From an optimization exercise on the open Yosys and OpenROAD flow, aimed at small area and a short achievable clock period; shortcuts taken in it are not production practice. Where RTL was checked, it was by simulation tests only, not by an equivalence proof against the original. The RTL of runs 1 and 2 was laid out without a check of its function. The clock port is modelled as an ideal driver; clocking choices that lean on that would not hold on a real chip.

### design/flow/design.v
`timescale 1ns / 1ps
module conv( input clk, input data_in, input [1:0]row_in, input [1:0]col_in,
input signed [7:0]data, output reg signed [7:0]out );
reg [7:0] n00, n01, n02, x20, x21, x22;
wire w0 = data_in & (row_in == 2'd0);
wire w2 = data_in & (row_in == 2'd2);
wire [5:0] we = {w2 & (col_in == 2'd2), w2 & (col_in == 2'd1), w2 & (col_in == 2'd0),
                 w0 & (col_in == 2'd2), w0 & (col_in == 2'd1), w0 & (col_in == 2'd0)};
wire [5:0] we_n = ~we;
wire [7:0] dn = ~data;
always @(posedge clk) begin
  n00 <= {8{we[0]}} & dn   | {8{we_n[0]}} & n00;
  n01 <= {8{we[1]}} & dn   | {8{we_n[1]}} & n01;
  n02 <= {8{we[2]}} & dn   | {8{we_n[2]}} & n02;
  x20 <= {8{we[3]}} & data | {8{we_n[3]}} & x20;
  x21 <= {8{we[4]}} & data | {8{we_n[4]}} & x21;
  x22 <= {8{we[5]}} & data | {8{we_n[5]}} & x22;
end
wire [10:0] a = {3'b0, x20}, b = {3'b0, x22}, c = {3'b0, n00};
wire [10:0] d = {3'b0, n02}, e = {2'b0, x21, 1'b0}, f = {2'b0, n01, 1'b0};
wire [10:0] s1 = a ^ b ^ c;
wire [10:0] c1 = {(a & b | a & c | b & c), 1'b1};
wire [10:0] s2 = d ^ e ^ f;
wire [10:0] maj2 = d & e | d & f | e & f;    
wire [10:0] c2 = {maj2[9:1], 1'b1, 1'b0};
wire [10:0] s3 = s1 ^ c1 ^ s2;
wire [10:0] c3 = {(s1 & c1 | s1 & s2 | c1 & s2), 1'b1};
wire [10:0] s4 = s3 ^ c3 ^ c2;
wire [10:0] c4 = {(s3 & c3 | s3 & c2 | c3 & c2), 1'b0};
wire [7:0] g = s4[7:0] & c4[7:0];
wire [7:0] p = s4[7:0] ^ c4[7:0];
wire [7:0] g1, p1, g2, p2, g3;
genvar i;
generate for (i = 0; i < 8; i = i + 1) begin : ks
  assign g1[i] = (i >= 1) ? g[i] | p[i] & g[i-1] : g[i];
  assign p1[i] = (i >= 1) ? p[i] & p[i-1] : p[i];
  assign g2[i] = (i >= 2) ? g1[i] | p1[i] & g1[i-2] : g1[i];
  assign p2[i] = (i >= 2) ? p1[i] & p1[i-2] : p1[i];
  assign g3[i] = (i >= 4) ? g2[i] | p2[i] & g2[i-4] : g2[i];
end endgenerate
wire [8:0] cy = {g3, 1'b0};           
wire [7:0] lo = p ^ cy[7:0];
localparam [127:0] HTAB = 128'hfffffffffffffffbfffbb220b2200000;
wire [4:0] hb = {c4[10], c4[9], s4[9], c4[8], s4[8]};
wire [3:0] hf = HTAB[hb*4 +: 4];
wire sat  = cy[8] ? hf[0] : hf[2];
wire pass = cy[8] ? hf[1] : hf[3];
wire hold = data_in;
always @(posedge clk)
  out <= {8{hold}} & out | {8{~hold & sat}} | {8{~hold & pass}} & lo;
endmodule
### design/flow/flow/run.sh
#!/bin/bash
# Standard ORFS flow with chosen overrides, plus flow/skew.tcl after clock tree
# synthesis, which delays the clock of the out register (useful skew for the
# paths from the window registers into it). Full tool output goes to standard.log.
export SKEW_DLY_COUNT=1
export SKEW_DRV_CELL=sky130_fd_sc_hd__clkbuf_4
bash standard.sh SYNTH_ARGS=-noabc ABC_AREA=1 BUFFER_PORTS_ARGS='-buffer_cell sky130_fd_sc_hd__buf_2' CORE_UTILIZATION=60 HOLD_SLACK_MARGIN=0.1 POST_CTS_TCL=$PWD/flow/skew.tcl finish > standard.log 2>&1
### design/flow/flow/skew.tcl
# Delay the clock of the output register (useful skew for the paths from the
# window registers into it): a chain of delay cells and a clock buffer between
# the clock tree and the out flip-flops' clock pins.
set dly_cell  [expr {[info exists ::env(SKEW_DLY_CELL)] ? $::env(SKEW_DLY_CELL) : "sky130_fd_sc_hd__clkdlybuf4s50_1"}]
set dly_count [expr {[info exists ::env(SKEW_DLY_COUNT)] ? $::env(SKEW_DLY_COUNT) : 1}]
set drv_cell  [expr {[info exists ::env(SKEW_DRV_CELL)] ? $::env(SKEW_DRV_CELL) : "sky130_fd_sc_hd__clkbuf_2"}]
set pins {}
foreach pin [all_registers -clock_pins] {
  if {[string match {out\[*} [get_full_name $pin]]} { lappend pins $pin }
}
puts "skew: [llength $pins] out clock pins"
set bufs {}
set b [insert_buffer -buffer_cell $drv_cell -load_pins $pins -load_pins_on_diff_nets -buffer_name skew_drv -net_name skew_net_drv]
puts "skew: inserted $b"
set prev [get_pins -of_objects [get_cells $b] -filter "direction == input"]
for {set i 0} {$i < $dly_count} {incr i} {
  set b [insert_buffer -buffer_cell $dly_cell -load_pins $prev -buffer_name skew_dly$i -net_name skew_net_dly$i]
  puts "skew: inserted $b"
  set prev [get_pins -of_objects [get_cells $b] -filter "direction == input"]
}
foreach n [[ord::get_db_block] getNets] {
  if {[string match skew_net* [$n getName]]} { $n setSigType CLOCK }
}
estimate_parasitics -placement
detailed_placement
check_placement -verbose
estimate_parasitics -placement
### design/flow/standard.sh
#!/bin/bash
# synth_recipe.tcl (not shown) runs the flow's synth.tcl, then flattens the netlist and writes it again
# the make line also repeats each setting of config.mk as NAME=value (left out here)
make -C /OpenROAD-flow-scripts/flow DESIGN_CONFIG=/design/flow/config.mk WORK_HOME=/design/flow/orfs CLKGATE_MAP_FILE= SYNTH_SCRIPT=/design/flow/synth_recipe.tcl "${@:-finish}"
### design/flow/config.mk
export PLATFORM = sky130hd
export DESIGN_NAME = conv
export DESIGN_NICKNAME = conv
export VERILOG_FILES = /design/flow/design.v
export SDC_FILE = /design/flow/constraint.sdc
export NUM_CORES = 4
export LEC_CHECK = 0
export CAP_MARGIN = 20
export CORE_MARGIN = 2
export CORE_UTILIZATION = 40
export SLEW_MARGIN = 20
### design/flow/constraint.sdc
create_clock -name core_clock -period 6.0 [get_ports {clk}]
set_input_delay 1.2000 -clock core_clock [delete_from_list [all_inputs] [get_ports {clk}]]
set_output_delay 1.2000 -clock core_clock [all_outputs]
set_load 0.01 [all_outputs]
==> results of run 1 <==
routing by layer:
layer / GRT usage / vias up / routed length, um
met4: 0.06043 / 0 / 57
met1: 0.2602 / 941 / 2473
met3: 0.04365 / 5 / 91
li1: - / 1089 / -
met2: 0.3630 / 17 / 2613
met5: 0 / - / 0
area by class of cell, without the clock buffers:
class / instances / area [um^2]
multi-input cells: 227 / 1764
well taps: 70 / 87.58
fillers: 460 / 1724
flip-flops and latches: 56 / 1121
inverters: 33 / 126.4
repair buffers: 22 / 115.1
clock inverters: 2 / 13.76
logic make-up (layout without fill, tap and decap cells):
kind of cell / Yosys count / count (layout) / share of synthesized area
AOI/OAI and AO/OA: 54 / 54 / 0.1202
xor gates and xnor gates: 3 / 3 / 0.008504
and+or+nand+nor: 127 / 127 / 0.1927
DFF: 56 / 56 / 0.3628
buffers and inverters: 40 / 65 / 0.06640
adders and majority gates: 43 / 43 / 0.2494
placed cells by master, fill, tap and decap left out, types with 3 or more instances in the layout:
master                     count
sky130_fd_sc_hd__nand3_1      21
sky130_fd_sc_hd__dfxtp_1      56
sky130_fd_sc_hd__fa_1         31
sky130_fd_sc_hd__o21ai_0       3
sky130_fd_sc_hd__inv_1        31
sky130_fd_sc_hd__buf_2        21
sky130_fd_sc_hd__nand2_1      79
sky130_fd_sc_hd__ha_1         12
sky130_fd_sc_hd__o21ai_2      24
sky130_fd_sc_hd__nand2_2       9
sky130_fd_sc_hd__nand3_2       5
sky130_fd_sc_hd__nor2_1        6
sky130_fd_sc_hd__o21ai_1      24
sky130_fd_sc_hd__clkbuf_8      5
per-stage QoR:
| stage | std cells | area, um^2 |
|---|---|---|
| after floorplan | 323 | 3090 |
| after global routing | 418 | 3318 |
| final | 418 | 3318 |
| after detailed placement | 407 | 3204 |
| after global placement | 407 | 3204 |
flip-flops by register name (all words and copies together), names as in the netlist:
signal / cells
out: 8
x20: 8
x22: 8
x21: 8
n00: 8
n02: 8
n01: 8
path summary, 6_finish.rpt:
check                             from     end  slack, ns  cells past startpoint
worst max-delay path            out[0]  out[0]       3.40                      1
worst min-delay path            x22[0]  out[0]       0.38                      5
worst max register to register  x20[5]  out[7]       3.53                     11
worst min register to register  x22[0]  out[0]       0.38                      5
worst register-to-register path, cell delays in order, from the launching register on:
cell                      delay, ns
sky130_fd_sc_hd__dfxtp_1       0.34
sky130_fd_sc_hd__fa_1          0.52
sky130_fd_sc_hd__fa_1          0.57
sky130_fd_sc_hd__fa_1          0.42
sky130_fd_sc_hd__ha_1          0.37
sky130_fd_sc_hd__nand2_1       0.08
sky130_fd_sc_hd__nand2_1       0.10
sky130_fd_sc_hd__a21oi_4       0.19
sky130_fd_sc_hd__nand2_2       0.09
sky130_fd_sc_hd__nand2_2       0.06
sky130_fd_sc_hd__nand3_2       0.16
sky130_fd_sc_hd__nand3_1       0.13
==> flow_summary.yaml, run 1 <==
sta:
  total_count_of_max_transition_violations_in_the_final_report: 0
  total_negative_slack_ns: 0
  fmax_mhz: 384.1
  rsz0062_at_grt: "false"
  setup_viol: 0
  worst_hold_slack_ns: 0.3757
  period_minus_slack_ns: 2.603
  final_critical_path_share_of_the_clock_period: 0.4339
  max_slew.worst_pin.slew_ns: 0.4475
  hold_viol: 0
  setup_slack_ns: 3.397
  clock_skew_ns: 0.6510
  slew-limit-headroom: 0.7013
synthesis:
  synth_most_common_cell: "sky130_fd_sc_hd__nand2_1"
  synth_cell_types: 24
  netlist_instances: 323
  synth_top_cells_by_count: "sky130_fd_sc_hd__nand2_1 (79), sky130_fd_sc_hd__dfxtp_1 (56), sky130_fd_sc_hd__fa_1 (31), sky130_fd_sc_hd__inv_1 (31)"
  share_of_synthesized_area_occupied_by_flip_flops_and_latches: 0.3628
  ys_async_sr_fraction: 0
  synth_top_cells_by_area: "sky130_fd_sc_hd__dfxtp_1 (36%), sky130_fd_sc_hd__fa_1 (20%), sky130_fd_sc_hd__nand2_1 (9.6%)"
  synth.ff_latch_count: 56
  post-synth-top-area-cell: "sky130_fd_sc_hd__dfxtp_1"
  synth_nets: 380
  synthesis.yosys.warnings: 1
  synth_enable_flop_cells: 0
  synth_area_um2: 3090
  dominantRegCellSynth: "sky130_fd_sc_hd__dfxtp_1"
  syn_area_per_cell_um2: 9.568
  synthDominantCellAreaShare: 0.3628
global_routing:
  grt_first_pass_wirelength_mm: 8.845
  grt_max_degree: 18
  grtUsageTotal: 0.2083
  antenna_found_initial: 0
  grt-ovfl-total: 0
  via_count_of_the_first_global_routing_pass: 2001
floorplan:
  io_pins: 22
  design.die.area_um2: 5741
  initial_util: 0.6129
  dieWidth_um: 75.77
  chipHeight_um: 75.77
  core_area_um2: 5042
  core.rowCount: 26
cells_and_area:
  layout-drive-gt1-share: 0.2155
  syn2layout_area_growth_pct: 7.368
  layout.nets: 404
  diodes: 0
  postLayoutCoreUtil: 0.6581
drt:
  via_count_normalized_by_instance_count: 4.909
  finalWirelength_mm: 5.236
  remaining_drc_errors: 0
  vias: 2052
  final_ant_viol_nets: 0
  dr.first_iter.drc_count: 86
  drt_pass1_iterations: 4
  routedWlPerCell_um: 12.53
hold_path:
  worstHoldPathType: "flip-flop to flip-flop"
setup_path:
  crit_slowest_cell: "sky130_fd_sc_hd__dfxtp_1"
  critical_path.top_delay_family: "flip-flops"
  critPathKind: "flip-flop to output port"
  endpoint_kind: "output port"
  worst-path-max-fanout: 2
  cp_cell_sequence: "buf_2"
  worstPathBufferInverterCount: 1
  critical_path_required_ns: 4.80
  worst-endpoint-arrival_ns: 1.40
  critical_path.startpoint_type: "flip-flop"
  cp_slowest_stage_delay_ns: 0.34
clock_tree:
  clkLatencyLatePin_ns: 0.93
  path_clk_slew_ns: 0.09
  clock-sinks: 56
  cts_tree: "done"
placed_design:
  dp_hpwl_mm: 4.035
  post-place-ws_ns: 2.921
  numPortBuffers: 21
  gp_routability_congestion: 0.8391
flow_run:
  max_cap_violations: 0
outcome:
  outcome: "finished clean"
==> run 2: changes to the inputs <==
==> design/flow/flow/run.sh (replaced) <==
#!/bin/bash
# Standard ORFS flow with chosen overrides, plus flow/skew.tcl after clock tree
# synthesis, which delays the clock of the out register (useful skew for the
# paths from the window registers into it). Full tool output goes to standard.log.
export SKEW_DLY_COUNT=1
export SKEW_DRV_CELL=sky130_fd_sc_hd__clkbuf_4
bash standard.sh SYNTH_ARGS=-noabc ABC_AREA=1 BUFFER_PORTS_ARGS='-buffer_cell sky130_fd_sc_hd__buf_2' CORE_UTILIZATION=60 HOLD_SLACK_MARGIN=0.1 SETUP_SLACK_MARGIN=3.5 POST_CTS_TCL=$PWD/flow/skew.tcl finish > standard.log 2>&1
==> run 2 against run 1 <==
Cell count is 0.24% higher. Hold slack lost 0.29 ns. Sequential share of layout area shrank 1.2 points. Flip-flop and latch count unchanged. Utilization rose by 3.3 points. Synthesized cell count stayed put. First-iteration DRC count down 9.3%. Critical path type unchanged. Fmax rose by 1.1%. Still clean. Largest cell class unchanged.
==> flow_summary.yaml, run 2 <==
drt:
  final_ant_viol_nets: 0
  vias: 2127
  drt_pass1_iterations: 5
  remaining_drc_errors: 0
  routedWlPerCell_um: 13.52
  dr.first_iter.drc_count: 78
  via_count_normalized_by_instance_count: 5.076
  finalWirelength_mm: 5.666
floorplan:
  io_pins: 22
  core_area_um2: 5042
  chipHeight_um: 75.77
  design.die.area_um2: 5741
  initial_util: 0.6129
  dieWidth_um: 75.77
  core.rowCount: 26
setup_path:
  worst-endpoint-arrival_ns: 1.38
  cp_cell_sequence: "buf_6"
  critical_path.top_delay_family: "flip-flops"
  worst-path-max-fanout: 2
  endpoint_kind: "output port"
  worstPathBufferInverterCount: 1
  critical_path_required_ns: 4.80
  crit_slowest_cell: "sky130_fd_sc_hd__dfxtp_2"
  critical_path.startpoint_type: "flip-flop"
  critPathKind: "flip-flop to output port"
  cp_slowest_stage_delay_ns: 0.36
cells_and_area:
  layout-drive-gt1-share: 0.2837
  layout.nets: 405
  postLayoutCoreUtil: 0.6908
  syn2layout_area_growth_pct: 12.71
  fillCellCount: 421
  diodes: 0
  layout_commonest_cell: "sky130_fd_sc_hd__nand2_1"
  most_frequent_cells_in_the_layout: "sky130_fd_sc_hd__nand2_1 (78), sky130_fd_sc_hd__dfxtp_1 (44), sky130_fd_sc_hd__inv_1 (31), sky130_fd_sc_hd__fa_1 (30)"
  final_area_um2: 3483
placed_design:
  dp_hpwl_mm: 4.128
  numPortBuffers: 21
  gp_routability_congestion: 0.8546
  placement.cell_area_um2: 3268
flow_run:
  max_cap_violations: 0
synthesis:
  post-synth-top-area-cell: "sky130_fd_sc_hd__dfxtp_1"
  syn_area_per_cell_um2: 9.568
  synth.ff_latch_count: 56
  ys_async_sr_fraction: 0
  synthDominantCellAreaShare: 0.3628
  synth_area_um2: 3090
  synth_enable_flop_cells: 0
  synth_cell_types: 24
  dominantRegCellSynth: "sky130_fd_sc_hd__dfxtp_1"
  synth_most_common_cell: "sky130_fd_sc_hd__nand2_1"
  synthesis.yosys.warnings: 1
  synth_top_cells_by_area: "sky130_fd_sc_hd__dfxtp_1 (36%), sky130_fd_sc_hd__fa_1 (20%), sky130_fd_sc_hd__nand2_1 (9.6%)"
  synth_nets: 380
  share_of_synthesized_area_occupied_by_flip_flops_and_latches: 0.3628
  synth_top_cells_by_count: "sky130_fd_sc_hd__nand2_1 (79), sky130_fd_sc_hd__dfxtp_1 (56), sky130_fd_sc_hd__fa_1 (31), sky130_fd_sc_hd__inv_1 (31)"
  netlist_instances: 323
hold_path:
  worstHoldPathType: "flip-flop to flip-flop"
global_routing:
  antenna_found_initial: 0
  grtUsageTotal: 0.2195
  grt-ovfl-total: 0
  grt_first_pass_wirelength_mm: 9.308
  via_count_of_the_first_global_routing_pass: 2072
  grt_max_degree: 18
sta:
  max_slew.worst_pin.slew_ns: 0.4845
  final_critical_path_share_of_the_clock_period: 0.4294
  slew-limit-headroom: 0.6759
  hold_viol: 0
  total_negative_slack_ns: 0
  clock_skew_ns: 0.6365
  rsz0062_at_grt: "true"
  setup_viol: 0
  fmax_mhz: 388.2
  period_minus_slack_ns: 2.576
  total_count_of_max_transition_violations_in_the_final_report: 0
clock_tree:
  cts_tree: "done"
  path_clk_slew_ns: 0.10
  clock-sinks: 56
  clkLatencyLatePin_ns: 0.91
outcome:
  outcome: "finished clean"
[run 2: cell counts after synthesis]
Identical to the previous run, type by type.
[run 2: logic make-up (layout without fill, tap and decap cells)]
family                   count (synthesis)  after routing  share of synthesized area
flip-flops                              56             56                     0.3628
XOR/XNOR                                 3              3                   0.008504
buffers and inverters                   40             66                    0.06640
AND/OR/NAND/NOR                        127            127                     0.1927
adder cells (fa/ha/maj)                 43             43                     0.2494
AO/OA/AOI/OAI                           54             54                     0.1202
[run 2: final cells by class, without the clock buffers]
class,instances,area [um^2],area share
clock inverters,2,13.76,0.003951
inverters,33,126.4,0.03628
multi-input cells,227,1859,0.5338
repair buffers,23,170.2,0.04885
flip-flops and latches,56,1136,0.3261
well taps,70,87.58,0.02514
[run 2: worst paths after layout]
| path | from | to | slack, ns | cells past startpoint |
|---|---|---|---|---|
| worst max-delay path | out[1] | out[1] | 3.42 | 1 |
| worst min-delay path | n02[0] | out[0] | 0.09 | 4 |
| worst max register to register | n00[5] | out[7] | 3.65 | 12 |
| worst min register to register | n02[0] | out[0] | 0.09 | 4 |
[run 2: layer usage]
| layer | GRT usage | up-vias | share of wire |
|---|---|---|---|
| met5 | 0 | - | 0 |
| met4 | 0.05848 | 0 | 0.015 |
| met3 | 0.04233 | 8 | 0.027 |
| met2 | 0.3678 | 29 | 0.48 |
| met1 | 0.2920 | 1003 | 0.48 |
| li1 | - | 1087 | - |
[run 2: tightest hold or removal path, cell delays in order, from the launching register on]
cell and delay, ns:
sky130_fd_sc_hd__dfxtp_1 0.32, sky130_fd_sc_hd__inv_1 0.05, sky130_fd_sc_hd__ha_1 0.16, sky130_fd_sc_hd__nand3_1 0.08, sky130_fd_sc_hd__nand3_1 0.06
[run 2: metrics by stage]
stage	hold slack [ns]	std cells	setup WS [ns]
finish	0.08960	419	3.424
global route	0.1127	419	3.377
detailed placement	0.4523	407	3.011
global placement	0.4482	407	3.059
floorplan	0.4343	323	3.192
==> run 3: changes to the inputs <==
--- a/design/flow/design.v
+++ b/design/flow/design.v
@@ -4,17 +4,13 @@
 reg [7:0] n00, n01, n02, x20, x21, x22;
 wire w0 = data_in & (row_in == 2'd0);
 wire w2 = data_in & (row_in == 2'd2);
-wire [5:0] we = {w2 & (col_in == 2'd2), w2 & (col_in == 2'd1), w2 & (col_in == 2'd0),
-                 w0 & (col_in == 2'd2), w0 & (col_in == 2'd1), w0 & (col_in == 2'd0)};
-wire [5:0] we_n = ~we;
-wire [7:0] dn = ~data;
 always @(posedge clk) begin
-  n00 <= {8{we[0]}} & dn   | {8{we_n[0]}} & n00;
-  n01 <= {8{we[1]}} & dn   | {8{we_n[1]}} & n01;
-  n02 <= {8{we[2]}} & dn   | {8{we_n[2]}} & n02;
-  x20 <= {8{we[3]}} & data | {8{we_n[3]}} & x20;
-  x21 <= {8{we[4]}} & data | {8{we_n[4]}} & x21;
-  x22 <= {8{we[5]}} & data | {8{we_n[5]}} & x22;
+  if (w0 & (col_in == 2'd0)) n00 <= ~data;
+  if (w0 & (col_in == 2'd1)) n01 <= ~data;
+  if (w0 & (col_in == 2'd2)) n02 <= ~data;
+  if (w2 & (col_in == 2'd0)) x20 <= data;
+  if (w2 & (col_in == 2'd1)) x21 <= data;
+  if (w2 & (col_in == 2'd2)) x22 <= data;
 end
 wire [10:0] a = {3'b0, x20}, b = {3'b0, x22}, c = {3'b0, n00};
 wire [10:0] d = {3'b0, n02}, e = {2'b0, x21, 1'b0}, f = {2'b0, n01, 1'b0};
==> design/flow/flow/run.sh (replaced) <==
#!/bin/bash
# Standard ORFS flow with chosen overrides, plus flow/skew.tcl after clock tree
# synthesis, which delays the clock of the out register (useful skew for the
# paths from the window registers into it). Full tool output goes to standard.log.
export SKEW_DLY_COUNT=1
export SKEW_DRV_CELL=sky130_fd_sc_hd__clkbuf_4
bash standard.sh SYNTH_ARGS=-noabc ABC_AREA=1 BUFFER_PORTS_ARGS='-buffer_cell sky130_fd_sc_hd__buf_2' CORE_UTILIZATION=60 HOLD_SLACK_MARGIN=0.1 POST_CTS_TCL=$PWD/flow/skew.tcl finish > standard.log 2>&1
==> run 3 against run 2 <==
Cell count is 25% lower. Register-to-register slack worse by 0.21 ns. First-iteration DRC count stayed put. Hold slack worse by 0.010 ns. Still clean on timing, DRC and antenna. Utilization is 0.29 points lower. Routed wire length is 12% lower. Design area is 6.7% lower.
==> flow_summary.yaml, run 3 <==
placed_design:
  post-place-ws_ns: 2.827
  dp_hpwl_mm: 3.774
  placed_cells: 306
  numPortBuffers: 21
  placement.cell_area_um2: 3144
  gp_routability_congestion: 0.9027
sta:
  total_negative_slack_ns: 0
  total_count_of_max_transition_violations_in_the_final_report: 0
  rsz0062_at_grt: "false"
  clock_skew_ns: 0.6548
  setup_viol: 0
  final_critical_path_share_of_the_clock_period: 0.4385
  slew-limit-headroom: 0.3478
  period_minus_slack_ns: 2.631
  max_slew.worst_pin.slew_ns: 0.9730
  worst_hold_slack_ns: 0.07961
  hold_viol: 0
  fmax_mhz: 380.1
  setup_slack_ns: 3.369
cells_and_area:
  diodes: 0
  layout.nets: 305
  layout-drive-gt1-share: 0.1847
  fillCellCount: 351
  layoutNonFillerInstCount: 316
  postLayoutCoreUtil: 0.6879
  final_area_um2: 3249
  syn2layout_area_growth_pct: 10.89
  layout_commonest_cell: "sky130_fd_sc_hd__edfxtp_1"
  most_frequent_cells_in_the_layout: "sky130_fd_sc_hd__edfxtp_1 (48), sky130_fd_sc_hd__nand2_1 (34), sky130_fd_sc_hd__inv_1 (31), sky130_fd_sc_hd__fa_1 (31), sky130_fd_sc_hd__nand3_1 (22)"
drt:
  routedWlPerCell_um: 15.73
  final_ant_viol_nets: 0
  remaining_drc_errors: 0
  drt_pass1_iterations: 4
  finalWirelength_mm: 4.970
  via_count_normalized_by_instance_count: 5.367
  dr.first_iter.drc_count: 78
  vias: 1696
setup_path:
  critical_path.startpoint_type: "input port"
  worstPathBufferInverterCount: 2
  critical_path_required_ns: 5.90
  critical_path.top_delay_family: "simple AND/OR/NAND/NOR gates"
  cp_cell_sequence: "buf_2 -> inv_2 -> nor2_1 -> nand2_1 -> nor3_2"
  crit_slowest_cell: "sky130_fd_sc_hd__nor3_2"
  critPathKind: "input port to flip-flop"
  worst-path-max-fanout: 10
  worst-endpoint-arrival_ns: 2.53
  endpoint_kind: "flip-flop"
  cp_slowest_stage_delay_ns: 0.76
flow_run:
  max_cap_violations: 0
synthesis:
  synthesis.yosys.warnings: 1
  synth_most_common_cell: "sky130_fd_sc_hd__edfxtp_1"
  synthDominantCellAreaShare: 0.4919
  syn_area_per_cell_um2: 13.38
  synth.ff_latch_count: 56
  dominantRegCellSynth: "sky130_fd_sc_hd__edfxtp_1"
  share_of_synthesized_area_occupied_by_flip_flops_and_latches: 0.5465
  synth_nets: 276
  synth_area_um2: 2930
  netlist_instances: 219
  post-synth-top-area-cell: "sky130_fd_sc_hd__edfxtp_1"
  synth_top_cells_by_area: "sky130_fd_sc_hd__edfxtp_1 (49%), sky130_fd_sc_hd__fa_1 (21%), sky130_fd_sc_hd__dfxtp_1 (5.5%)"
  synth_top_cells_by_count: "sky130_fd_sc_hd__edfxtp_1 (48), sky130_fd_sc_hd__nand2_1 (34), sky130_fd_sc_hd__fa_1 (31), sky130_fd_sc_hd__inv_1 (31), sky130_fd_sc_hd__nand3_1 (22)"
  ys_async_sr_fraction: 0
  synth_enable_flop_cells: 48
  synth_cell_types: 22
clock_tree:
  path_clk_slew_ns: 0.09
  clkLatencyLatePin_ns: 0.93
  cts_tree: "done"
  clock-sinks: 56
global_routing:
  antenna_found_initial: 0
  grt_first_pass_wirelength_mm: 7.900
  grt-ovfl-total: 0
  grtUsageTotal: 0.2069
  via_count_of_the_first_global_routing_pass: 1761
  grt_max_degree: 18
floorplan:
  initial_util: 0.6204
  core.rowCount: 25
  dieWidth_um: 73.89
  core_area_um2: 4723
  chipHeight_um: 73.89
  io_pins: 22
  design.die.area_um2: 5459
outcome:
  outcome: "finished clean"
hold_path:
  worstHoldPathType: "flip-flop to flip-flop"
-- run 3: worst reg2reg max path, stage by stage (launching register included) --
cell	delay (ns)
sky130_fd_sc_hd__edfxtp_1	0.41
sky130_fd_sc_hd__fa_1	0.51
sky130_fd_sc_hd__fa_1	0.58
sky130_fd_sc_hd__fa_1	0.42
sky130_fd_sc_hd__ha_1	0.37
sky130_fd_sc_hd__nand2_1	0.08
sky130_fd_sc_hd__nand2_1	0.10
sky130_fd_sc_hd__a21oi_4	0.17
sky130_fd_sc_hd__nand2_2	0.08
sky130_fd_sc_hd__nand2_1	0.08
sky130_fd_sc_hd__nand3_2	0.17
sky130_fd_sc_hd__nand3_1	0.15
-- run 3: path summary, 6_finish.rpt --
path                            startpoint     end  slack (ns)  cells after the start
worst max-delay path               data_in  x20[0]        3.37                      5
worst min-delay path                n02[0]  out[0]        0.08                      4
worst max register to register      x20[5]  out[3]        3.44                     11
worst min register to register      n02[0]  out[0]        0.08                      4
-- run 3: layout make-up, without the clock buffers --
| class | count | area [um^2] | share of cell area |
|---|---|---|---|
| repair buffers | 21 | 105.1 | 0.03235 |
| clock inverters | 3 | 18.77 | 0.005776 |
| inverters | 33 | 123.9 | 0.03812 |
| well taps | 67 | 83.83 | 0.02580 |
| multi-input cells | 129 | 1230 | 0.3785 |
| flip-flops and latches | 56 | 1602 | 0.4929 |
-- run 3: cell families (layout without fill, tap and decap cells) --
logic type / count (synthesis) / count (layout) / synth area share
fa+ha+maj: 43 / 43 / 0.2630
flops: 56 / 56 / 0.5465
simple gates: 77 / 77 / 0.1234
compound gates: 6 / 6 / 0.01409
xor+xnor: 3 / 3 / 0.008968
buf+inv: 34 / 64 / 0.04398
-- run 3: layer usage --
layer | wire (um) | vias up | GRT usage
met5 | 0 | - | 0
met4 | 167 | 0 | 0.09697
met3 | 219 | 13 | 0.04801
met2 | 2651 | 41 | 0.3502
met1 | 1932 | 859 | 0.2507
li1 | - | 783 | -
==> run 4: changes to the inputs <==
==> design/flow/flow/run.sh (replaced) <==
#!/bin/bash
# The standard ORFS flow (the standard.sh) with these changes:
#  - synthesis without Yosys's early ABC pass (SYNTH_ARGS=-noabc), ABC area script;
#  - extra don't-use cells: sky130_fd_sc_hd__ha_1 sky130_fd_sc_hd__ha_2 sky130_fd_sc_hd__ha_4
#  - port buffers of a chosen cell;
#  - flow/skew.tcl after clock tree synthesis, which delays the clock of the out
#    register (useful skew for the paths from the window registers into it).
# The full output of the tools goes to standard.log here (ORFS's own logs are under orfs/logs).
export SKEW_DRV_CELL=sky130_fd_sc_hd__clkbuf_4
export DONT_USE_CELLS="sky130_fd_sc_hd__ha_1 sky130_fd_sc_hd__ha_2 sky130_fd_sc_hd__ha_4"
bash standard.sh SYNTH_ARGS=-noabc ABC_AREA=1 BUFFER_PORTS_ARGS='-buffer_cell sky130_fd_sc_hd__buf_2' CORE_UTILIZATION=60 HOLD_SLACK_MARGIN=0.1  POST_CTS_TCL=$PWD/flow/skew.tcl finish > standard.log 2>&1
==> design/flow/flow/skew.tcl (replaced) <==
# Useful skew for the paths from the window registers into the out register:
# after clock tree synthesis, delay the clock of the out flip-flops with a
# buffer (SKEW_DRV_CELL) and a chain of delay cells in front of it. Each cell
# of the chain is chosen from a list by the worst setup slack it gives, and the
# chain stops when no cell improves that slack.
proc skew_env {name default} {
  if {[info exists ::env($name)] && $::env($name) ne ""} { return $::env($name) }
  return $default
}
set drv_cell [skew_env SKEW_DRV_CELL sky130_fd_sc_hd__clkbuf_4]
set cands [skew_env SKEW_CANDS {sky130_fd_sc_hd__clkdlybuf4s50_1 sky130_fd_sc_hd__clkdlybuf4s25_1 sky130_fd_sc_hd__clkdlybuf4s18_1 sky130_fd_sc_hd__clkdlybuf4s15_1 sky130_fd_sc_hd__clkbuf_1}]
set max_cells [skew_env SKEW_MAX_CELLS 6]

proc skew_ws {} {
  estimate_parasitics -placement
  return [worst_slack -max]
}
proc skew_input_pin {inst} {
  return [get_pins -of_objects [get_cells $inst] -filter "direction == input"]
}

set pins {}
foreach pin [all_registers -clock_pins] {
  if {[string match {out\[*} [get_full_name $pin]]} { lappend pins $pin }
}
puts "skew: [llength $pins] out clock pins"
set ws0 [skew_ws]
puts "skew: worst setup slack without skew $ws0"
set head [insert_buffer -buffer_cell $drv_cell -load_pins $pins -load_pins_on_diff_nets -buffer_name skew_drv -net_name skew_net]
set ws [skew_ws]
puts "skew: driver $head ($drv_cell): worst setup slack $ws"
if {$ws <= $ws0} {
  remove_buffers $head
  estimate_parasitics -placement
  puts "skew: no gain, driver removed"
} else {
  for {set i 0} {$i < $max_cells} {incr i} {
    set x [insert_buffer -buffer_cell [lindex $cands 0] -load_pins [skew_input_pin $head] -buffer_name skew_dly$i -net_name skew_net]
    set best ""
    set best_ws $ws
    foreach c $cands {
      replace_cell $x $c
      set w [skew_ws]
      puts "skew:   $c: $w"
      if {$w > $best_ws + 0.002} { set best $c; set best_ws $w }
    }
    if {$best eq ""} {
      remove_buffers $x
      estimate_parasitics -placement
      puts "skew: no cell improves the slack; chain done"
      break
    }
    replace_cell $x $best
    set head $x
    set ws [skew_ws]
    puts "skew: added $x ($best): worst setup slack $ws"
  }
}
foreach n [[ord::get_db_block] getNets] {
  if {[string match skew_net* [$n getName]]} { $n setSigType CLOCK }
}
detailed_placement
check_placement -verbose
estimate_parasitics -placement
puts "skew: final worst setup slack [worst_slack -max]"
==> run 4 against run 3 <==
Critical endpoint is now out[5]. Die area is the same. Critical path type is now flip-flop to output port. Setup slack lost 0.016 ns. Flip-flop and latch count is the same. Global-route usage is the same.
==> flow_summary.yaml, run 4 <==
outcome:
  outcome: "finished clean"
cells_and_area:
  postLayoutCoreUtil: 0.6879
  layoutNonFillerInstCount: 316
  syn2layout_area_growth_pct: 10.89
  fillCellCount: 351
  diodes: 0
  layout_commonest_cell: "sky130_fd_sc_hd__edfxtp_1"
  layout.nets: 305
  layout-drive-gt1-share: 0.1847
  most_frequent_cells_in_the_layout: "sky130_fd_sc_hd__edfxtp_1 (48), sky130_fd_sc_hd__nand2_1 (34), sky130_fd_sc_hd__inv_1 (31), sky130_fd_sc_hd__fa_1 (31), sky130_fd_sc_hd__nand3_1 (22)"
setup_path:
  critPathKind: "flip-flop to output port"
  endpoint_kind: "output port"
  worst-path-max-fanout: 2
  cp_cell_sequence: "buf_2"
  critical_path.top_delay_family: "flip-flops"
  critical_path_required_ns: 4.80
  ff2ff_setup_slack_ns: 3.45
  worstPathBufferInverterCount: 1
  critical_path.startpoint_type: "flip-flop"
  crit_slowest_cell: "sky130_fd_sc_hd__dfxtp_1"
  worst-endpoint-arrival_ns: 1.45
  cp_slowest_stage_delay_ns: 0.36
floorplan:
  design.die.area_um2: 5459
  io_pins: 22
  initial_util: 0.6204
  chipHeight_um: 73.89
  dieWidth_um: 73.89
  core_area_um2: 4723
  core.rowCount: 25
sta:
  period_minus_slack_ns: 2.647
  total_count_of_max_transition_violations_in_the_final_report: 0
  final_critical_path_share_of_the_clock_period: 0.4411
  hold_viol: 0
  total_negative_slack_ns: 0
  slew-limit-headroom: 0.3358
  fmax_mhz: 377.8
  setup_viol: 0
  clock_skew_ns: 0.6601
  max_slew.worst_pin.slew_ns: 0.9909
  rsz0062_at_grt: "false"
  worst_hold_slack_ns: 0.07465
placed_design:
  numPortBuffers: 21
  placed_cells: 306
  dp_hpwl_mm: 3.774
  gp_routability_congestion: 0.9027
drt:
  routedWlPerCell_um: 15.79
  remaining_drc_errors: 0
  dr.first_iter.drc_count: 76
  drt_pass1_iterations: 4
  vias: 1684
  final_ant_viol_nets: 0
  via_count_normalized_by_instance_count: 5.329
  finalWirelength_mm: 4.989
synthesis:
  synthDominantCellAreaShare: 0.4919
  post-synth-top-area-cell: "sky130_fd_sc_hd__edfxtp_1"
  synth_enable_flop_cells: 48
  netlist_instances: 219
  synth_top_cells_by_count: "sky130_fd_sc_hd__edfxtp_1 (48), sky130_fd_sc_hd__nand2_1 (34), sky130_fd_sc_hd__fa_1 (31), sky130_fd_sc_hd__inv_1 (31), sky130_fd_sc_hd__nand3_1 (22)"
  synth.ff_latch_count: 56
  ys_async_sr_fraction: 0
  synth_area_um2: 2930
  synth_most_common_cell: "sky130_fd_sc_hd__edfxtp_1"
  synth_top_cells_by_area: "sky130_fd_sc_hd__edfxtp_1 (49%), sky130_fd_sc_hd__fa_1 (21%), sky130_fd_sc_hd__dfxtp_1 (5.5%)"
  share_of_synthesized_area_occupied_by_flip_flops_and_latches: 0.5465
  dominantRegCellSynth: "sky130_fd_sc_hd__edfxtp_1"
  synthesis.yosys.warnings: 1
  synth_nets: 276
  synth_cell_types: 22
  syn_area_per_cell_um2: 13.38
global_routing:
  antenna_found_initial: 0
  grtUsageTotal: 0.2069
  grt_max_degree: 18
  via_count_of_the_first_global_routing_pass: 1761
  grt_first_pass_wirelength_mm: 7.900
  grt-ovfl-total: 0
hold_path:
  worstHoldPathType: "flip-flop to flip-flop"
clock_tree:
  path_clk_slew_ns: 0.09
  clock-sinks: 56
  cts_tree: "done"
  clkLatencyLatePin_ns: 0.93
flow_run:
  max_cap_violations: 0
[run 4: kinds of logic after synthesis]
logic type / Yosys count / share of synthesized area
buffers and inverters: 34 / 0.04398
adders and majority gates: 43 / 0.2630
and+or+nand+nor: 77 / 0.1234
DFF: 56 / 0.5465
xor gates and xnor gates: 3 / 0.008968
AOI/OAI and AO/OA: 6 / 0.01409
[run 4: final cells by class, without the clock buffers]
type / count / area (um^2) / share of cell area
Sequential cell: 56 / 1602 / 0.4929
Multi-Input combinational cell: 129 / 1230 / 0.3785
Inverter: 33 / 123.9 / 0.03812
Timing Repair Buffer: 21 / 105.1 / 0.03235
Tap cell: 67 / 83.83 / 0.02580
Clock inverter: 3 / 18.77 / 0.005776
[run 4: through the flow]
stage / setup slack (ns) / cell area (um^2)
finish: 3.353 / 3249
global route: 3.279 / 3249
detailed placement: 2.827 / 3144
global placement: 2.905 / 3144
floorplan: 3.042 / 2930
[run 4: routing by layer]
metal / up-vias / routed length [um] / GRT usage
li1: 784 / - / -
met5: - / 0 / 0
met1: 851 / 2018 / 0.2507
met2: 36 / 2654 / 0.3502
met4: 0 / 167 / 0.09697
met3: 13 / 148 / 0.04801
[run 4: worst paths after layout]
| check | startpoint | end | cells past startpoint |
|---|---|---|---|
| setup / recovery | out[5] | out[5] | 1 |
| hold / removal | n02[0] | out[0] | 4 |
| setup reg to reg | x20[5] | out[3] | 11 |
| hold reg to reg | n02[0] | out[0] | 4 |
==> run 5: changes to the inputs <==
--- a/design/flow/flow/run.sh
+++ b/design/flow/flow/run.sh
@@ -8,4 +8,4 @@
 # The full output of the tools goes to standard.log here (ORFS's own logs are under orfs/logs).
 export SKEW_DRV_CELL=sky130_fd_sc_hd__clkbuf_4
 export DONT_USE_CELLS="sky130_fd_sc_hd__ha_1 sky130_fd_sc_hd__ha_2 sky130_fd_sc_hd__ha_4"
-bash standard.sh SYNTH_ARGS=-noabc ABC_AREA=1 BUFFER_PORTS_ARGS='-buffer_cell sky130_fd_sc_hd__buf_2' CORE_UTILIZATION=60 HOLD_SLACK_MARGIN=0.1  POST_CTS_TCL=$PWD/flow/skew.tcl finish > standard.log 2>&1
+bash standard.sh SYNTH_ARGS=-noabc ABC_AREA=1 BUFFER_PORTS_ARGS='-buffer_cell sky130_fd_sc_hd__buf_2' CORE_UTILIZATION=60 HOLD_SLACK_MARGIN=0.1 SETUP_SLACK_MARGIN=3.7 SETUP_MOVE_SEQUENCE=swap POST_CTS_TCL=$PWD/flow/skew.tcl finish > standard.log 2>&1
==> run 5 against run 4 <==
Still clean on timing, DRC and antenna. Die area did not move. Clock skew decreased by 0.0090 ns. Register-to-register slack improved by 0.07 ns. Setup slack improved by 0.027 ns. Synthesized cell count stayed put. Critical endpoint is now out[2]. Highest routed layer unchanged.
==> flow_summary.yaml, run 5 <==
sta:
  period_minus_slack_ns: 2.620
  max_slew.worst_pin.slew_ns: 0.9314
  fmax_mhz: 381.7
  total_count_of_max_transition_violations_in_the_final_report: 0
  final_critical_path_share_of_the_clock_period: 0.4367
  setup_viol: 0
  rsz0062_at_grt: "true"
  clock_skew_ns: 0.6511
  total_negative_slack_ns: 0
  hold_viol: 0
  slew-limit-headroom: 0.3757
synthesis:
  synth.ff_latch_count: 56
  synth_nets: 276
  synth_cell_types: 22
  netlist_instances: 219
  dominantRegCellSynth: "sky130_fd_sc_hd__edfxtp_1"
  synth_area_um2: 2930
  synthDominantCellAreaShare: 0.4919
  synth_most_common_cell: "sky130_fd_sc_hd__edfxtp_1"
  synth_enable_flop_cells: 48
  synth_top_cells_by_count: "sky130_fd_sc_hd__edfxtp_1 (48), sky130_fd_sc_hd__nand2_1 (34), sky130_fd_sc_hd__fa_1 (31), sky130_fd_sc_hd__inv_1 (31), sky130_fd_sc_hd__nand3_1 (22)"
  syn_area_per_cell_um2: 13.38
  ys_async_sr_fraction: 0
  synthesis.yosys.warnings: 1
  share_of_synthesized_area_occupied_by_flip_flops_and_latches: 0.5465
  synth_top_cells_by_area: "sky130_fd_sc_hd__edfxtp_1 (49%), sky130_fd_sc_hd__fa_1 (21%), sky130_fd_sc_hd__dfxtp_1 (5.5%)"
  post-synth-top-area-cell: "sky130_fd_sc_hd__edfxtp_1"
cells_and_area:
  layout.nets: 305
  syn2layout_area_growth_pct: 13.96
  diodes: 0
  layoutNonFillerInstCount: 316
  layout_commonest_cell: "sky130_fd_sc_hd__edfxtp_1"
  most_frequent_cells_in_the_layout: "sky130_fd_sc_hd__edfxtp_1 (48), sky130_fd_sc_hd__nand2_1 (32), sky130_fd_sc_hd__inv_1 (31), sky130_fd_sc_hd__fa_1 (30), sky130_fd_sc_hd__nand3_1 (22)"
  layout-drive-gt1-share: 0.2169
setup_path:
  crit_slowest_cell: "sky130_fd_sc_hd__dfxtp_1"
  critical_path.startpoint_type: "flip-flop"
  cp_slowest_stage_delay_ns: 0.35
  worstPathBufferInverterCount: 1
  worst-path-max-fanout: 2
  critical_path_required_ns: 4.80
  critPathKind: "flip-flop to output port"
  critical_path.top_delay_family: "flip-flops"
  worst-endpoint-arrival_ns: 1.42
  endpoint_kind: "output port"
  cp_cell_sequence: "buf_2"
clock_tree:
  cts_tree: "done"
  clkLatencyLatePin_ns: 0.94
  path_clk_slew_ns: 0.09
  clock-sinks: 56
drt:
  final_ant_viol_nets: 0
  dr.first_iter.drc_count: 106
  via_count_normalized_by_instance_count: 5.263
  remaining_drc_errors: 0
  routedWlPerCell_um: 15.43
  finalWirelength_mm: 4.875
  vias: 1663
  drt_pass1_iterations: 4
floorplan:
  chipHeight_um: 73.89
  io_pins: 22
  initial_util: 0.6204
  dieWidth_um: 73.89
  core_area_um2: 4723
  core.rowCount: 25
  design.die.area_um2: 5459
placed_design:
  numPortBuffers: 21
  dp_hpwl_mm: 3.713
  gp_routability_congestion: 0.9603
  placed_cells: 306
global_routing:
  antenna_found_initial: 0
  via_count_of_the_first_global_routing_pass: 1816
  grt_first_pass_wirelength_mm: 8.280
  grt_max_degree: 18
  grt-ovfl-total: 0
  grtUsageTotal: 0.2151
hold_path:
  worstHoldPathType: "flip-flop to flip-flop"
outcome:
  outcome: "finished clean"
flow_run:
  max_cap_violations: 0
run 5: cell counts after synthesis:
Identical to the previous run, type by type.
run 5: cell families after synthesis:
kind of cell | Yosys count | synth area share
buffers and inverters | 34 | 0.04398
flip-flops | 56 | 0.5465
AND/OR/NAND/NOR | 77 | 0.1234
adder cells (fa/ha/maj) | 43 | 0.2630
XOR/XNOR | 3 | 0.008968
AO/OA/AOI/OAI | 6 | 0.01409
run 5: worst paths after layout:
check	slack, ns	startpoint	cells past startpoint	endpoint
max	3.38	out[2]	1	out[2]
min	0.16	n02[0]	4	out[0]
max reg2reg	3.52	n00[2]	12	out[0]
min reg2reg	0.16	n02[0]	4	out[0]
run 5: cell type report, without the clock buffers:
class	count	area [um^2]
fill	334	1384
tap	67	83.83
inverter	33	123.9
clock inverter	2	16.27
timing repair buffer	21	105.1
multi-input combinational	129	1319
sequential	56	1602
run 5: metrics by stage:
stage	setup WS, ns	utilization	hold slack [ns]	instance area, um^2
floorplan	3.122	-	0.4989	3052
global placement	2.947	0.6845	0.4522	3233
detailed placement	2.896	0.6845	0.4496	3233
global route	3.303	0.7070	0.1699	3339
finish	3.380	0.7070	0.1553	3339
run 5: per-layer routing:
layer | vias to the layer above | wire length [um] | GRT usage | share of wire
li1 | 788 | - | - | -
met1 | 847 | 1960 | 0.2567 | 0.40
met2 | 22 | 2722 | 0.3929 | 0.56
met3 | 6 | 130 | 0.04252 | 0.027
met4 | 0 | 61 | 0.06263 | 0.013
met5 | - | 0 | 0 | 0
==> run 6: changes to the inputs <==
==> design/flow/flow/run.sh (replaced) <==
#!/bin/bash
# Standard ORFS flow with chosen overrides, plus flow/skew.tcl after clock tree
# synthesis, which delays the clock of the out register (useful skew for the
# paths from the window registers into it). Full tool output goes to standard.log.

export SKEW_DRV_CELL=sky130_fd_sc_hd__clkbuf_4
bash standard.sh SYNTH_ARGS=-noabc ABC_AREA=1 BUFFER_PORTS_ARGS='-buffer_cell sky130_fd_sc_hd__buf_2' CORE_UTILIZATION=60 HOLD_SLACK_MARGIN=0.1 POST_CTS_TCL=$PWD/flow/skew.tcl finish > standard.log 2>&1
==> run 6 against run 5 <==
Still clean. Utilization decreased by 1.9 points. Synthesized cell count unchanged. Design area decreased by 2.7%. Area after synthesis unchanged. Flip-flop and latch count unchanged. Register-to-register slack got worse by 0.07 ns. Critical path depth unchanged. Routed wire length increased by 2.3%. Cell count unchanged. Largest cell class unchanged.
==> flow_summary.yaml, run 6 <==
placed_design:
  placement.cell_area_um2: 3144
  gp_routability_congestion: 0.9027
  dp_hpwl_mm: 3.774
  placed_cells: 306
  numPortBuffers: 21
  post-place-ws_ns: 2.827
global_routing:
  gr-usage-met3: 0.04801
  grt.met2_usage: 0.3502
  grt-ovfl-total: 0
  via_count_of_the_first_global_routing_pass: 1761
  grt_use_met1: 0.2507
  antenna_found_initial: 0
  grt_max_degree: 18
  grtUsageTotal: 0.2069
  grt_first_pass_wirelength_mm: 7.900
  grt-busiest-layer: "met2"
sta:
  slew-limit-headroom: 0.3358
  rsz0062_at_grt: "false"
  period_minus_slack_ns: 2.647
  total_count_of_max_transition_violations_in_the_final_report: 0
  worst_hold_slack_ns: 0.07465
  max_slew.worst_pin.slew_ns: 0.9909
  setup_viol: 0
  fmax_mhz: 377.8
  hold_viol: 0
  clock_skew_ns: 0.6601
  setup_slack_ns: 3.353
  final_critical_path_share_of_the_clock_period: 0.4411
  total_negative_slack_ns: 0
setup_path:
  endpoint_kind: "output port"
  cp_slowest_stage_delay_ns: 0.36
  critical_path.top_delay_family: "flip-flops"
  worst-path-max-fanout: 2
  critPathKind: "flip-flop to output port"
  worstPathBufferInverterCount: 1
  critical_path_required_ns: 4.80
  ff2ff_setup_slack_ns: 3.45
  worst-endpoint-arrival_ns: 1.45
  r2r.worst_path.cells: 11
  cp_cell_sequence: "buf_2"
  regToRegEndpoint: "out[3]"
  critical_path.startpoint_type: "flip-flop"
  crit_slowest_cell: "sky130_fd_sc_hd__dfxtp_1"
  r2r-start: "x20[5]"
cells_and_area:
  syn2layout_area_growth_pct: 10.89
  most_frequent_cells_in_the_layout: "sky130_fd_sc_hd__edfxtp_1 (48), sky130_fd_sc_hd__nand2_1 (34), sky130_fd_sc_hd__inv_1 (31), sky130_fd_sc_hd__fa_1 (31), sky130_fd_sc_hd__nand3_1 (22)"
  layout-drive-gt1-share: 0.1847
  diodes: 0
  layout_commonest_cell: "sky130_fd_sc_hd__edfxtp_1"
  fillCellCount: 351
  layout.nets: 305
  final_area_um2: 3249
  layoutNonFillerInstCount: 316
drt:
  finalWirelength_mm: 4.989
  remaining_drc_errors: 0
  routedWlPerCell_um: 15.79
  final_ant_viol_nets: 0
  dr.first_iter.drc_count: 76
  vias: 1684
  drt_pass1_iterations: 4
  via_count_normalized_by_instance_count: 5.329
floorplan:
  core.rowCount: 25
  initial_util: 0.6204
  design.die.area_um2: 5459
  core_area_um2: 4723
  dieWidth_um: 73.89
  io_pins: 22
  chipHeight_um: 73.89
synthesis:
  netlist_instances: 219
  synth.ff_latch_count: 56
  synth_nets: 276
  synthDominantCellAreaShare: 0.4919
  synth_top_cells_by_area: "sky130_fd_sc_hd__edfxtp_1 (49%), sky130_fd_sc_hd__fa_1 (21%), sky130_fd_sc_hd__dfxtp_1 (5.5%)"
  syn_area_per_cell_um2: 13.38
  share_of_synthesized_area_occupied_by_flip_flops_and_latches: 0.5465
  synth_top_cells_by_count: "sky130_fd_sc_hd__edfxtp_1 (48), sky130_fd_sc_hd__nand2_1 (34), sky130_fd_sc_hd__fa_1 (31), sky130_fd_sc_hd__inv_1 (31), sky130_fd_sc_hd__nand3_1 (22)"
  dominantRegCellSynth: "sky130_fd_sc_hd__edfxtp_1"
  synthesis.yosys.warnings: 1
  synth_area_um2: 2930
  synth_enable_flop_cells: 48
  ys_async_sr_fraction: 0
  post-synth-top-area-cell: "sky130_fd_sc_hd__edfxtp_1"
  synth_most_common_cell: "sky130_fd_sc_hd__edfxtp_1"
  synth_cell_types: 22
hold_path:
  hold_endpoint: "out[0]"
  worstHoldPathType: "flip-flop to flip-flop"
  worstHoldPathCells: 4
  timing.hold.worst.start: "n02[0]"
outcome:
  outcome: "finished clean"
clock_tree:
  clock-sinks: 56
  clkLatencyLatePin_ns: 0.93
  path_clk_slew_ns: 0.09
  cts_tree: "done"
flow_run:
  max_cap_violations: 0
==> run 6: changes by cell type in the layout (fill, tap and decap cells not counted), sizes merged <==
cell / before / now
clkbuf: 7 / 6
clkinvlp: 1 / 2
==> run 6: stage by stage <==
stage                       util
after global placement    0.6657
after detailed placement  0.6657
after global routing      0.6879
final                     0.6879
after floorplan                -
==> run 6: worst max-delay path by stage <==
stage / start / cells after the start / endpoint
after floorplan: x20[5] / 12 / out[0]
after global placement: x20[5] / 11 / out[5]
after detailed placement: x20[5] / 11 / out[3]
after global routing: x20[5] / 11 / out[3]
final: out[5] / 1 / out[5]
==> run 6: cells by family after synthesis <==
logic type	count (synthesis)	synth area share
AO/OA/AOI/OAI	6	0.01409
XOR/XNOR	3	0.008968
adder cells (fa/ha/maj)	43	0.2630
buffers and inverters	34	0.04398
flip-flops	56	0.5465
AND/OR/NAND/NOR	77	0.1234
==> run 6: cell type report, without the clock buffers <==
cell class | instances | area (um^2) | area share
well taps | 67 | 83.83 | 0.02580
repair buffers | 21 | 105.1 | 0.03235
multi-input cells | 129 | 1230 | 0.3785
flip-flops and latches | 56 | 1602 | 0.4929
clock inverters | 3 | 18.77 | 0.005776
inverters | 33 | 123.9 | 0.03812
==> run 6: per-layer routing <==
metal  share of wire  routed length, um
met2            0.53               2654
met1            0.40               2018
met5               0                  0
met3           0.030                148
met4           0.033                167
==> run 7: changes to the inputs <==
--- a/design/flow/design.v
+++ b/design/flow/design.v
@@ -35,7 +35,8 @@
   assign g3[i] = (i >= 4) ? g2[i] | p2[i] & g2[i-4] : g2[i];
 end endgenerate
 wire [8:0] cy = {g3, 1'b0};           
-wire [7:0] lo = p ^ cy[7:0];
+wire g1_copy = ~(~s4[1] | ~c4[1]);
+wire [7:0] lo = p ^ {cy[7:3], g1_copy, cy[1:0]};
 localparam [127:0] HTAB = 128'hfffffffffffffffbfffbb220b2200000;
 wire [4:0] hb = {c4[10], c4[9], s4[9], c4[8], s4[8]};
 wire [3:0] hf = HTAB[hb*4 +: 4];
==> design/flow/flow/run.sh (replaced) <==
#!/bin/bash
# The standard ORFS flow (the standard.sh) with these changes:
#  - synthesis without Yosys's early ABC pass (SYNTH_ARGS=-noabc), ABC area script;
#  - extra don't-use cells: 
#  - port buffers of a chosen cell;
#  - flow/skew.tcl after clock tree synthesis, which delays the clock of the out
#    register (useful skew for the paths from the window registers into it).
# The full output of the tools goes to standard.log here (ORFS's own logs are under orfs/logs).
export SKEW_DRV_CELL=sky130_fd_sc_hd__clkbuf_4
export SKEW_REPAIR_GAIN=0.3
# The platform's don't-use list, then the extra cells.
DU="sky130_fd_sc_hd__lpflow_bleeder_1 sky130_fd_sc_hd__lpflow_clkbufkapwr_1 sky130_fd_sc_hd__lpflow_clkbufkapwr_16 sky130_fd_sc_hd__lpflow_clkbufkapwr_2 sky130_fd_sc_hd__lpflow_clkbufkapwr_4 sky130_fd_sc_hd__lpflow_clkbufkapwr_8 sky130_fd_sc_hd__lpflow_clkinvkapwr_1 sky130_fd_sc_hd__lpflow_clkinvkapwr_16 sky130_fd_sc_hd__lpflow_clkinvkapwr_2 sky130_fd_sc_hd__lpflow_clkinvkapwr_4 sky130_fd_sc_hd__lpflow_clkinvkapwr_8 sky130_fd_sc_hd__lpflow_decapkapwr_12 sky130_fd_sc_hd__lpflow_decapkapwr_3 sky130_fd_sc_hd__lpflow_decapkapwr_4 sky130_fd_sc_hd__lpflow_decapkapwr_6 sky130_fd_sc_hd__lpflow_decapkapwr_8 sky130_fd_sc_hd__lpflow_inputiso0n_1 sky130_fd_sc_hd__lpflow_inputiso0p_1 sky130_fd_sc_hd__lpflow_inputiso1n_1 sky130_fd_sc_hd__lpflow_inputiso1p_1 sky130_fd_sc_hd__lpflow_inputisolatch_1 sky130_fd_sc_hd__lpflow_isobufsrc_1 sky130_fd_sc_hd__lpflow_isobufsrc_16 sky130_fd_sc_hd__lpflow_isobufsrc_2 sky130_fd_sc_hd__lpflow_isobufsrc_4 sky130_fd_sc_hd__lpflow_isobufsrc_8 sky130_fd_sc_hd__lpflow_isobufsrckapwr_16 sky130_fd_sc_hd__lpflow_lsbuf_lh_hl_isowell_tap_1 sky130_fd_sc_hd__lpflow_lsbuf_lh_hl_isowell_tap_2 sky130_fd_sc_hd__lpflow_lsbuf_lh_hl_isowell_tap_4 sky130_fd_sc_hd__lpflow_lsbuf_lh_isowell_4 sky130_fd_sc_hd__lpflow_lsbuf_lh_isowell_tap_1 sky130_fd_sc_hd__lpflow_lsbuf_lh_isowell_tap_2 sky130_fd_sc_hd__lpflow_lsbuf_lh_isowell_tap_4 sky130_fd_sc_hd__probe_p_8 sky130_fd_sc_hd__probec_p_8  "
bash standard.sh DONT_USE_CELLS="$DU" SYNTH_ARGS=-noabc ABC_AREA=1 BUFFER_PORTS_ARGS='-buffer_cell sky130_fd_sc_hd__buf_2' CORE_UTILIZATION=60 HOLD_SLACK_MARGIN=0.1 ADDER_MAP_FILE= POST_CTS_TCL=$PWD/flow/skew.tcl finish > standard.log 2>&1
--- a/design/flow/flow/skew.tcl
+++ b/design/flow/flow/skew.tcl
@@ -56,6 +56,13 @@
     puts "skew: added $x ($best): worst setup slack $ws"
   }
 }
+# Optionally, size up cells on the worst paths once the skew is in place.
+set gain [skew_env SKEW_REPAIR_GAIN 0]
+if {$gain > 0} {
+  set ws [skew_ws]
+  repair_timing -setup -setup_margin [expr {$ws + $gain}] -sequence [skew_env SKEW_REPAIR_SEQ "sizeup,swap"] -verbose
+  puts "skew: after repair, worst setup slack [skew_ws]"
+}
 foreach n [[ord::get_db_block] getNets] {
   if {[string match skew_net* [$n getName]]} { $n setSigType CLOCK }
 }
==> run 7 against run 6 <==
Die area grew 29%. Still clean. First-iteration DRC count increased by 130%. Sequential share of layout area decreased by 11 points. Largest cell class is now multi-input gates. Fmax rose by 4.3%. Register-to-register slack better by 0.15 ns. Area after synthesis grew 31%. Via count rose by 110%. Critical endpoint is now x20[7]. Critical path depth increased by 5.
==> flow_summary.yaml, run 7 <==
outcome:
  outcome: "finished clean"
sta:
  setup_slack_ns: 3.463
  final_critical_path_share_of_the_clock_period: 0.4229
  slew-limit-headroom: 0.6696
  hold_viol: 0
  clock_skew_ns: 0.01135
  total_negative_slack_ns: 0
  period_minus_slack_ns: 2.537
  max_slew.worst_pin.slew_ns: 0.4940
  setup_viol: 0
  worst_hold_slack_ns: 0.5786
  rsz0062_at_grt: "false"
  fmax_mhz: 394.1
  total_count_of_max_transition_violations_in_the_final_report: 0
synthesis:
  synth_top_cells_by_area: "sky130_fd_sc_hd__edfxtp_1 (38%), sky130_fd_sc_hd__nand2_1 (24%), sky130_fd_sc_hd__nand3_1 (11%)"
  synth_nets: 569
  ys_async_sr_fraction: 0
  synth_cell_types: 28
  synth_most_common_cell: "sky130_fd_sc_hd__nand2_1"
  dominantRegCellSynth: "sky130_fd_sc_hd__edfxtp_1"
  syn_area_per_cell_um2: 6.894
  netlist_instances: 555
  share_of_synthesized_area_occupied_by_flip_flops_and_latches: 0.4186
  synth_top_cells_by_count: "sky130_fd_sc_hd__nand2_1 (247), sky130_fd_sc_hd__nand3_1 (82), sky130_fd_sc_hd__inv_1 (74), sky130_fd_sc_hd__edfxtp_1 (48), sky130_fd_sc_hd__nor2_1 (18)"
  synth_area_um2: 3826
  synthDominantCellAreaShare: 0.3767
  synth.ff_latch_count: 56
  post-synth-top-area-cell: "sky130_fd_sc_hd__edfxtp_1"
  synth_enable_flop_cells: 48
  synthesis.yosys.warnings: 1
setup_path:
  r2r.worst_path.cells: 18
  worst-endpoint-arrival_ns: 2.58
  critical_path.startpoint_type: "input port"
  critical_path_required_ns: 6.04
  critPathKind: "input port to flip-flop"
  worst-path-max-fanout: 11
  endpoint_kind: "flip-flop"
cells_and_area:
  diodes: 0
  most_frequent_cells_in_the_layout: "sky130_fd_sc_hd__nand2_1 (247), sky130_fd_sc_hd__nand3_1 (82), sky130_fd_sc_hd__inv_1 (74), sky130_fd_sc_hd__edfxtp_1 (48), sky130_fd_sc_hd__buf_2 (21)"
  layout-drive-gt1-share: 0.1193
  layout_commonest_cell: "sky130_fd_sc_hd__nand2_1"
  syn2layout_area_growth_pct: 9.156
  final_area_um2: 4177
  layout.nets: 600
clock_tree:
  path_clk_slew_ns: 0.11
  cts_tree: "done"
  clock-sinks: 56
  clkLatencyLatePin_ns: 0.32
floorplan:
  design.die.area_um2: 7032
  chipHeight_um: 83.86
  dieWidth_um: 83.86
  core_area_um2: 6241
  initial_util: 0.6131
  core.rowCount: 29
  io_pins: 22
global_routing:
  grt_first_pass_wirelength_mm: 14.13
  via_count_of_the_first_global_routing_pass: 3213
  antenna_found_initial: 0
  grtUsageTotal: 0.2481
  grt-ovfl-total: 0
  grt_max_degree: 20
drt:
  vias: 3486
  remaining_drc_errors: 0
  finalWirelength_mm: 8.170
  routedWlPerCell_um: 12.30
  via_count_normalized_by_instance_count: 5.250
  final_ant_viol_nets: 0
  drt_pass1_iterations: 5
  dr.first_iter.drc_count: 173
placed_design:
  gp_routability_congestion: 0.8161
  post-place-ws_ns: 2.950
  placement.cell_area_um2: 4064
  numPortBuffers: 21
  dp_hpwl_mm: 6.590
hold_path:
  worstHoldPathCells: 3
  worstHoldPathType: "flip-flop to flip-flop"
flow_run:
  max_cap_violations: 0
-- run 7: final cells by class, without the clock buffers --
class,instances,area (um^2)
clock inverters,3,26.28
fillers,538,2064
inverters,82,307.8
multi-input cells,416,1941
flip-flops and latches,56,1602
well taps,77,96.34
repair buffers,25,135.1
-- run 7: logic make-up after synthesis --
| group | Yosys count | share of synthesized area |
|---|---|---|
| DFF | 56 | 0.4186 |
| xor gates and xnor gates | 7 | 0.01602 |
| buffers and inverters | 83 | 0.08143 |
| AOI/OAI and AO/OA | 26 | 0.04644 |
| and+or+nand+nor | 383 | 0.4375 |
-- run 7: layer usage --
layer	part of all wire	vias to the layer above	track usage
met5	0	-	0
met4	0.0098	0	0.06012
met3	0.030	8	0.03462
met2	0.50	60	0.4465
met1	0.46	1582	0.3158
li1	-	1836	-
-- run 7: per-stage QoR --
stage / util / cells
3_5_place_dp: 0.6512 / 656
3_3_place_gp: 0.6496 / 656
5_1_grt: 0.6692 / 664
6_report: 0.6692 / 664
2_1_floorplan: - / 555
-- run 7: worst max-delay path, stage by stage --
cell and delay (ns):
sky130_fd_sc_hd__buf_2 0.19, sky130_fd_sc_hd__clkinv_1 0.25, sky130_fd_sc_hd__nor2_1 0.14, sky130_fd_sc_hd__nand2_1 0.17, sky130_fd_sc_hd__nor3_2 0.38, sky130_fd_sc_hd__buf_4 0.24
-- run 7: path summary, 6_finish.rpt --
check,from,endpoint,slack (ns)
max,data_in,x20[7],3.46
min,out[2],out[2],0.58
max reg2reg,x20[2],out[2],3.60
min reg2reg,out[2],out[2],0.58

-- port drivers added, routing unchanged --
Ports are ideal in the flow. The routed layouts listed here were re-timed in OpenROAD. Step 1, drivers: a clkbuf_16 drives clk and a buf_2 each remaining input, both assumed. Step 2, shift: input delay + t, output delay - t, t = (earliest + latest rising clock arrival at the registers) / 2. This alone moves slack from input paths to output paths. Slacks: no drivers / after step 1 / after step 2; pairs: no drivers / after step 1.
run | t, ns | setup slack, ns | hold WS [ns] | clock arrival spread, ns | worst slew at a driven data input, ns
run 1 | 0.633 | 3.397 / 3.367 / 3.353 | 0.376 / 0.376 / 0.376 | 0.651 / 0.651 | 0.03
run 2 | 0.620 | 3.424 / 3.398 / 3.302 | 0.090 / 0.090 / 0.090 | 0.636 / 0.636 | 0.03
run 3 | 0.632 | 3.369 / 3.349 / 2.747 | 0.080 / 0.080 / 0.080 | 0.655 / 0.655 | 0.03
run 4 | 0.635 | 3.353 / 3.323 / 2.741 | 0.075 / 0.075 / 0.075 | 0.660 / 0.660 | 0.03
run 5 | 0.640 | 3.380 / 3.352 / 3.002 | 0.155 / 0.155 / 0.155 | 0.651 / 0.651 | 0.03
run 6 | 0.635 | 3.353 / 3.323 / 2.741 | 0.075 / 0.075 / 0.075 | 0.660 / 0.660 | 0.03
run 7 | 0.340 | 3.463 / 3.466 / 3.126 | 0.579 / 0.579 / 0.579 | 0.012 / 0.012 | 0.03
Clock arrivals are far apart in 6 of these runs, so t is only a midpoint there and step 2 fits no single register. For run 3, which loses most, drivers alone change the setup slack by -0.020 ns; drivers and shift together by -0.622 ns.
